Background: an optimization exercise with open tools, aiming at small area, a short achievable clock period and few clock cycles. Do not read the settings as production practice. At most, simulation tests tie the RTL to the original design; equivalence was not proved. No activity file was given, so power comes from the tool's default toggle rates.

before:
// DMA_AHB_Master
module DMA_AHB_Master #(
    parameter ADDR_WIDTH = 32,
    parameter DATA_WIDTH = 32,
    parameter BASE_ADDR  = 32'h0000_0000
)(
    input wire HCLK,
    input wire HRESETn,
    input wire [ADDR_WIDTH-1:0] HADDR,
    input wire [1:0] HTRANS,
    input wire HWRITE,
    input wire [DATA_WIDTH-1:0] HWDATA,
    output reg [DATA_WIDTH-1:0] HRDATA,
    output reg [ADDR_WIDTH-1:0] master_HADDR,
    output reg [2:0] master_HBURST,
    output reg master_HMASTLOCK,
    output reg [3:0] master_HPROT,
    output reg [2:0] master_HSIZE,
    output reg [1:0] master_HTRANS,
    output reg [DATA_WIDTH-1:0] master_HWDATA,
    output reg master_HWRITE,
    input wire [DATA_WIDTH-1:0] master_HRDATA,
    input wire master_HREADY,
    input wire master_HRESP
);
Size: ~980 cells after synthesis, about 250 flip-flops, about 0.011 mm² of cells after synthesis.
clock: 6.0 ns
lec_check: 0
cap_margin: 20
core_margin: 2
core_utilization: 55
place_density: 0.7
setup_slack_margin: 3.4
slew_margin: 20
standard.sh (not shown) runs the stock make flow with config.mk's settings and CLKGATE_MAP_FILE= SYNTH_SCRIPT=/design/flow/synth_recipe.tcl, a recipe that flattens the netlist after the stock synthesis.
==> flow/flow/run.sh <==
#!/bin/bash
# Standard ORFS layout, with plain buffers on the ports instead of the
# delay cells buffer_ports picks by default. Synthesis is the standard one.
set -euo pipefail
bash standard.sh synth > synth.log 2>&1
export BUFFER_PORTS_ARGS="-buffer_cell sky130_fd_sc_hd__buf_1"
bash standard.sh > layout.log 2>&1
Testbench counts of before, summed over its fixed seeds: cycles 9,069.
> inputs changed (before -> after)
diff --git a/flow/config.mk b/flow/config.mk
--- a/flow/config.mk
+++ b/flow/config.mk
@@ -12 +12 @@
-export SETUP_SLACK_MARGIN = 3.4
+export SETUP_SLACK_MARGIN = 3.5
Between after and before, the difference in later-pin clock latency in the skew report is negligible. Compared after vs before, and share of total power in the clock network is up in after. The lower final critical path time including I/O delays and setup of after and before is in after. In the metrics for after and before, the one carrying the higher worst setup slack is after. after vs before on number of clock buffer instances in the layout: after is the lower one. The number of nets in the final layout in after was higher than what before gave. Compared with before, after shows combinational power that has gone up slightly. Going from before to after, post-detailed-route count of antenna-violating nets ~0 delta; wire length comparable.

---

Setup of job 102:
The RTL this note starts from:
==> flow/design.v <==
module DMA_AHB_Master #(
    parameter ADDR_WIDTH = 32,
    parameter DATA_WIDTH = 32,
    parameter BASE_ADDR  = 32'h0000_0000
)(
    input wire HCLK,
    input wire HRESETn,
    input wire [ADDR_WIDTH-1:0] HADDR,
    input wire [1:0] HTRANS,
    input wire HWRITE,
    input wire [DATA_WIDTH-1:0] HWDATA,
    output reg [DATA_WIDTH-1:0] HRDATA,
    output reg [ADDR_WIDTH-1:0] master_HADDR,
    output reg [2:0] master_HBURST,
    output reg master_HMASTLOCK,
    output reg [3:0] master_HPROT,
    output reg [2:0] master_HSIZE,
    output reg [1:0] master_HTRANS,
    output reg [DATA_WIDTH-1:0] master_HWDATA,
    output reg master_HWRITE,
    input wire [DATA_WIDTH-1:0] master_HRDATA,
    input wire master_HREADY,
    input wire master_HRESP
);
    reg [31:2] src_q;
    reg [31:2] dst_q;
    reg [31:0] size_q;
    reg        busy;
    reg        done;
    reg [31:0] wdata_q;
    reg        w_src, w_dst, w_size;
    reg        wr_q;       
    reg [31:2] addr_q;
    reg [31:2] alt_q;
    reg [28:0] left_q;     
    reg [31:0] data_q;
    wire hit     = ~|HADDR[31:5] & ~|HADDR[1:0];
    wire a_start = hit & (HADDR[4:2] == 3'd0);
    wire a_src   = hit & (HADDR[4:2] == 3'd1);
    wire a_dst   = hit & (HADDR[4:2] == 3'd2);
    wire a_size  = hit & (HADDR[4:2] == 3'd3);
    wire a_done  = hit & (HADDR[4:2] == 3'd4);
    wire wacc    = HTRANS[1] & HWRITE;
    wire [31:2] src_d  = w_src  ? wdata_q[31:2] : src_q;
    wire [31:2] dst_d  = w_dst  ? wdata_q[31:2] : dst_q;
    wire [31:0] size_d = w_size ? wdata_q : size_q;
    wire st    = wacc & a_start & HWDATA[0];
    wire frac  = |size_q[1:0];
    wire last  = (left_q == 29'd0) | ((left_q == 29'd1) & ~frac);
    wire fin   = busy & wr_q & master_HREADY & last;
    wire busy_d = st | (busy & ~fin);
    always @(posedge HCLK or negedge HRESETn) begin
        if (!HRESETn) begin
            src_q  <= 30'd0;
            dst_q  <= 30'd0;
            size_q <= 32'd0;
            w_src  <= 1'b0;
            w_dst  <= 1'b0;
            w_size <= 1'b0;
            busy   <= 1'b0;
            done   <= 1'b0;
        end else begin
            src_q  <= src_d;
            dst_q  <= dst_d;
            size_q <= size_d;
            w_src  <= wacc & a_src;
            w_dst  <= wacc & a_dst;
            w_size <= wacc & a_size;
            busy   <= busy_d;
            done   <= (done & ~st) | fin;
        end
    end
    always @(posedge HCLK) begin
        wdata_q <= HWDATA;
        if (~busy) begin
            wr_q   <= 1'b0;
            addr_q <= src_d;
            alt_q  <= dst_d;
            left_q <= size_d[30:2];
        end else if (master_HREADY) begin
            wr_q   <= ~wr_q;
            addr_q <= alt_q;
            alt_q  <= addr_q + 30'd1;
            if (wr_q) left_q <= left_q - 29'd1;
        end
        if (~wr_q) data_q <= master_HRDATA;
        HRDATA <= ({32{a_start}} & {31'd0, busy_d})
                | ({32{a_src}}   & {src_d, 2'b00})
                | ({32{a_dst}}   & {dst_d, 2'b00})
                | ({32{a_size}}  & size_d)
                | ({32{a_done}}  & {31'd0, done});
    end
    always @(*) begin
        master_HADDR     = {addr_q, 2'b00};
        master_HBURST    = 3'b000;
        master_HMASTLOCK = 1'b0;
        master_HPROT     = 4'b0000;
        master_HSIZE     = 3'b010;
        master_HTRANS    = {busy, 1'b0};
        master_HWDATA    = data_q;
        master_HWRITE    = wr_q;
    end
endmodule
clock: 6.0 ns
lec_check: 0
cap_margin: 20
core_margin: 2
core_utilization: 40
place_density: 0.6
setup_slack_margin: 3.6
slew_margin: 20
Scripts as last shown in full above: flow/flow/run.sh
In summary, job 102 completed successfully, with a layout that passed the timing, design-rule and antenna checks.
Input-level comparison between job 104 and job 102:
Settings: PLACE_DENSITY changed from 0.6 to 0.7; CORE_UTILIZATION changed from 40 to 55.
[summary]
- As far as part of the power in combinational logic is concerned, job 102 and job 104 perform about the same.
- In job 104, depth of the critical timing path with buffers and inverters included is higher than in job 102.
- Relative to job 102, met3 layer wire length in the routed design has gone down in job 104.
- Diff job 102 -> job 104: minimum clock period after layout dropped 130 ps; die area dropped about 27%.
- Row global-route track usage on met3: job 104 higher / job 102 lower
- Both conditions hold for job 104: the flow ran to the end and the final layout passed the timing, design-rule and antenna checks.
- Compared with job 102, job 104 shows DRC violation total after the first TritonRoute iteration lower by about 4.5%.
- Job 104 gives less portion of the clock cycle consumed by the worst path in the final layout than job 102 did.
Function was not checked in any run of this note: the RTL went through the layout flow alone.

---

Another version of the RTL of DMA_AHB_Master (not shown whole).
Size: ~960 cells after synthesis, roughly 210 I/O pins, ~11000 um2 of cells after synthesis.
export LEC_CHECK = 0
export CAP_MARGIN = 20
export CORE_MARGIN = 2
export CORE_UTILIZATION = 55
export CTS_BUF_LIST = sky130_fd_sc_hd__clkbuf_16
export CTS_CLUSTER_DIAMETER = 100
export CTS_CLUSTER_SIZE = 25
export PLACE_DENSITY = 0.7
export SETUP_SLACK_MARGIN = 3.8
export SLEW_MARGIN = 20
create_clock -name core_clock -period 6.0 [get_ports {HCLK}]
Scripts as last shown in full above: flow/flow/run.sh
The starting point finished clean.
Testbench counts at the start, summed over its fixed seeds: cycles 9,069.
==> next run, changes <==
PLACE_DENSITY = 0.8   (was 0.7)
SETUP_SLACK_MARGIN = 3.6   (was 3.8)
TNS_END_PERCENT = 20   (was not set)
Outcome:
- The changed run completed with no timing, DRC or antenna violations
- fmax goes down by 3.9%
- cell area goes down by 6.7%
- core utilization goes down by 4.5 points
- worst setup slack loses 94 ps
- power goes down by 1.5%
- sequential power hardly moves
- clock skew goes up by 4.8 ps
- routed wire length goes down by 5.0%
- cell count goes down by 3.9%
- clock-buffer cell count goes down by 1
==> next run, changes <==
PLACE_DENSITY = 0.7   (was 0.8)
TNS_END_PERCENT = not set   (was 20)
Effect: Via count increases slightly. Non-clock buffer count falls by 1. Count of clock-buffer cells in the layout rose by 1. Sequential cell count does not change. Clock power is about the same. Sequential share of layout area goes down by 0.23 points. Setup slack gains 52 ps. Cell area rises slightly.
==> next run, changes <==
PLACE_DENSITY = 0.8   (was 0.7)
After rerunning: The new run completed without violations. Via count goes down by about 0.46%. Clock-buffer cell count decreases by 1. Die area stays the same. Worst hold slack improves by 11 ps.

---

Setup of v33:
RTL: one of the versions met above, not the one the previous note started from.
For scale: roughly 250 flip-flops, roughly 0.011 mm^2 of cells after synthesis.
Design DMA_AHB_Master, start of the top module:
module DMA_AHB_Master #(
    parameter ADDR_WIDTH = 32,
    parameter DATA_WIDTH = 32,
    parameter BASE_ADDR  = 32'h0000_0000
)(
    input wire HCLK,
    input wire HRESETn,
    input wire [ADDR_WIDTH-1:0] HADDR,
    input wire [1:0] HTRANS,
    input wire HWRITE,
    input wire [DATA_WIDTH-1:0] HWDATA,
    output reg [DATA_WIDTH-1:0] HRDATA,
    output reg [ADDR_WIDTH-1:0] master_HADDR,
    output reg [2:0] master_HBURST,
    output reg master_HMASTLOCK,
    output reg [3:0] master_HPROT,
    output reg [2:0] master_HSIZE,
    output reg [1:0] master_HTRANS,
    output reg [DATA_WIDTH-1:0] master_HWDATA,
    output reg master_HWRITE,
    input wire [DATA_WIDTH-1:0] master_HRDATA,
    input wire master_HREADY,
    input wire master_HRESP
);
Settings: LEC_CHECK=0, CAP_MARGIN=20, CORE_MARGIN=2, CORE_UTILIZATION=55, CTS_BUF_LIST=sky130_fd_sc_hd__clkbuf_16, CTS_CLUSTER_DIAMETER=120, CTS_CLUSTER_SIZE=30, PLACE_DENSITY=0.7, SETUP_SLACK_MARGIN=3.6, SLEW_MARGIN=20; clock period 6.0 ns.
Scripts as last shown in full above: flow/flow/run.sh
v33 completed every stage of the flow, and the final layout passed the timing, design-rule and antenna checks.
Testbench counts of v33, summed over its fixed seeds: cycles 9,069.
Modified inputs, v10 compared to v33
diff --git a/flow/config.mk b/flow/config.mk
--- a/flow/config.mk
+++ b/flow/config.mk
@@ -9,7 +9,4 @@
 export CORE_MARGIN = 2
 export CORE_UTILIZATION = 55
-export CTS_BUF_LIST = sky130_fd_sc_hd__clkbuf_16
-export CTS_CLUSTER_DIAMETER = 120
-export CTS_CLUSTER_SIZE = 30
 export PLACE_DENSITY = 0.7
 export SETUP_SLACK_MARGIN = 3.6
v10 | status: complete | timing, DRC, antenna: pass
Both conditions hold for v33: the flow ran to the end and the final layout passed the timing, design-rule and antenna checks.
Multi-input logic area: lower on v33
Compared with v33, in v10 area of all placed cells without fillers climbed about 4%, reg2reg setup slack climbed 20 ps, flip-flop and latch share of the layout cell area dropped 1.8 points, share of the clock period used by the worst path climbed 0.26 points, number of buffers outside the clock class in the layout climbed 7.
v10 ended up with a lower stage delay of the slowest cell on the critical path than v33 did.
For v33, the end point of the critical path was master_HADDR[15], unlike v10, where it was master_HWRITE.
Changes in v21 relative to v10:
diff --git a/flow/config.mk b/flow/config.mk
--- a/flow/config.mk
+++ b/flow/config.mk
@@ -10,4 +10,4 @@
 export CORE_UTILIZATION = 55
 export PLACE_DENSITY = 0.7
-export SETUP_SLACK_MARGIN = 3.6
+export SETUP_SLACK_MARGIN = 4.0
 export SLEW_MARGIN = 20
Results
- v21 has final standard cell area without fillers above what v10 had.
- Changes observed in v21 relative to v10: number of combinational gates with multiple inputs +3, met3 global-route usage rose 2.1 points, total length of routed met2 wires saw an increase, core utilization grew by 12 points.
Edits applied to the flow inputs when going from v21 to v13:
diff --git a/flow/config.mk b/flow/config.mk
--- a/flow/config.mk
+++ b/flow/config.mk
@@ -9,5 +9,7 @@
 export CORE_MARGIN = 2
 export CORE_UTILIZATION = 55
+export CTS_BUF_LIST = sky130_fd_sc_hd__clkbuf_8
+export CTS_CLUSTER_SIZE = 25
 export PLACE_DENSITY = 0.7
-export SETUP_SLACK_MARGIN = 4.0
+export SETUP_SLACK_MARGIN = 3.6
 export SLEW_MARGIN = 20
--- outcome ---
Taking v21 as the reference, in v13 biggest cell delay along the critical path fell by 20 ps, switching share of total power rose by 0.59 points, total power has decreased, average wire length per cell after detail routing has decreased, share of layout cells above drive strength 1 now smaller.
In the tables for v13 and v21, area growth from synthesis to final layout reads lower with v13.
Compare v13 and v21 | number of clock buffers inserted by TritonCTS higher: v13
The following lists how v25 was set up differently from v13:
diff --git a/flow/config.mk b/flow/config.mk
--- a/flow/config.mk
+++ b/flow/config.mk
@@ -9,6 +9,7 @@
 export CORE_MARGIN = 2
 export CORE_UTILIZATION = 55
-export CTS_BUF_LIST = sky130_fd_sc_hd__clkbuf_8
-export CTS_CLUSTER_SIZE = 25
+export CTS_BUF_LIST = sky130_fd_sc_hd__clkbuf_16
+export CTS_CLUSTER_DIAMETER = 80
+export CTS_CLUSTER_SIZE = 20
 export PLACE_DENSITY = 0.7
 export SETUP_SLACK_MARGIN = 3.6
Notes after the runs:
In v25 relative to v13, power density relative to cell area had gone down by a little under 10%.
Having completed the whole flow, v25 delivered a layout that passed the timing, design-rule and antenna checks.
Looking at synthesis-to-layout area growth across v13 and v25, the one that comes out higher is v13.
In v25 the setup slack turned out 8.8 ps lower than in v13.
## Diff of input files: v19 against v25
diff --git a/flow/config.mk b/flow/config.mk
--- a/flow/config.mk
+++ b/flow/config.mk
@@ -8,9 +8,9 @@
 export CAP_MARGIN = 20
 export CORE_MARGIN = 2
-export CORE_UTILIZATION = 55
+export CORE_UTILIZATION = 65
 export CTS_BUF_LIST = sky130_fd_sc_hd__clkbuf_16
-export CTS_CLUSTER_DIAMETER = 80
-export CTS_CLUSTER_SIZE = 20
-export PLACE_DENSITY = 0.7
+export CTS_CLUSTER_DIAMETER = 100
+export CTS_CLUSTER_SIZE = 25
+export PLACE_DENSITY = 0.8
 export SETUP_SLACK_MARGIN = 3.6
 export SLEW_MARGIN = 20
## What came out
Via count: v19 higher than v25
The part of the total power dissipated in combinational logic was comparable across v19 and v25.
Final area came out lower on v19 than on v25.

what the ideal ports hide:
The results above use ideal ports. As a check the final layouts listed here were re-extracted and re-timed, cells and wires unchanged.
Step 1, drivers: a clkbuf_16 drives HCLK and a buf_2 each remaining input, both assumed.
Step 2, shift: input delay + t, output delay - t, t = (earliest + latest rising clock arrival at the registers) / 2. This alone moves slack from input paths to output paths.
Slacks: ideal / step 1 / step 2; pairs: ideal / step 1.
| run | t, ns | slack for setup (ns) | worst setup path after step 2 | latest minus earliest clock arrival (ns) | worst register clock-pin slew, ns |
|---|---|---|---|---|---|
| before | 0.571 | 3.468 / 3.420 / 3.017 | input to register | 0.010 / 0.010 | 0.06 / 0.06 |
| after | 0.577 | 3.546 / 3.499 / 3.082 | input to register | 0.015 / 0.015 | 0.06 / 0.06 |
| job 102 | 0.605 | 3.490 / 3.440 / 3.116 | input to register | 0.021 / 0.020 | 0.07 / 0.07 |
| job 104 | 0.585 | 3.624 / 3.585 / 3.081 | input to register | 0.012 / 0.012 | 0.06 / 0.06 |
| the first run of note 3 | 0.520 | 3.697 / 3.654 / 3.282 | input to register | 0.022 / 0.022 | 0.10 / 0.10 |
| the second run of note 3 | 0.542 | 3.604 / 3.556 / 3.267 | input to register | 0.027 / 0.027 | 0.10 / 0.10 |
| the third run of note 3 | 0.519 | 3.655 / 3.612 / 3.185 | input to register | 0.028 / 0.028 | 0.10 / 0.10 |
| the fourth run of note 3 | 0.542 | 3.635 / 3.587 / 3.267 | input to register | 0.027 / 0.027 | 0.10 / 0.10 |
| v33 | 0.520 | 3.609 / 3.564 / 3.200 | input to register | 0.027 / 0.028 | 0.12 / 0.12 |
| v10 | 0.577 | 3.594 / 3.543 / 3.174 | input to register | 0.020 / 0.019 | 0.06 / 0.06 |
| v21 | 0.590 | 3.599 / 3.546 / 3.151 | input to register | 0.016 / 0.016 | 0.07 / 0.07 |
| v13 | 0.577 | 3.633 / 3.589 / 3.137 | input to register | 0.017 / 0.017 | 0.07 / 0.07 |
| v25 | 0.530 | 3.624 / 3.578 / 3.148 | input to register | 0.016 / 0.017 | 0.09 / 0.09 |
| v19 | 0.524 | 3.601 / 3.555 / 3.195 | input to register | 0.032 / 0.033 | 0.10 / 0.10 |
After both steps every run listed still meets setup and hold. The setup slack of job 104, which loses most, moves by -0.039 ns with the drivers and by -0.543 ns with both steps.
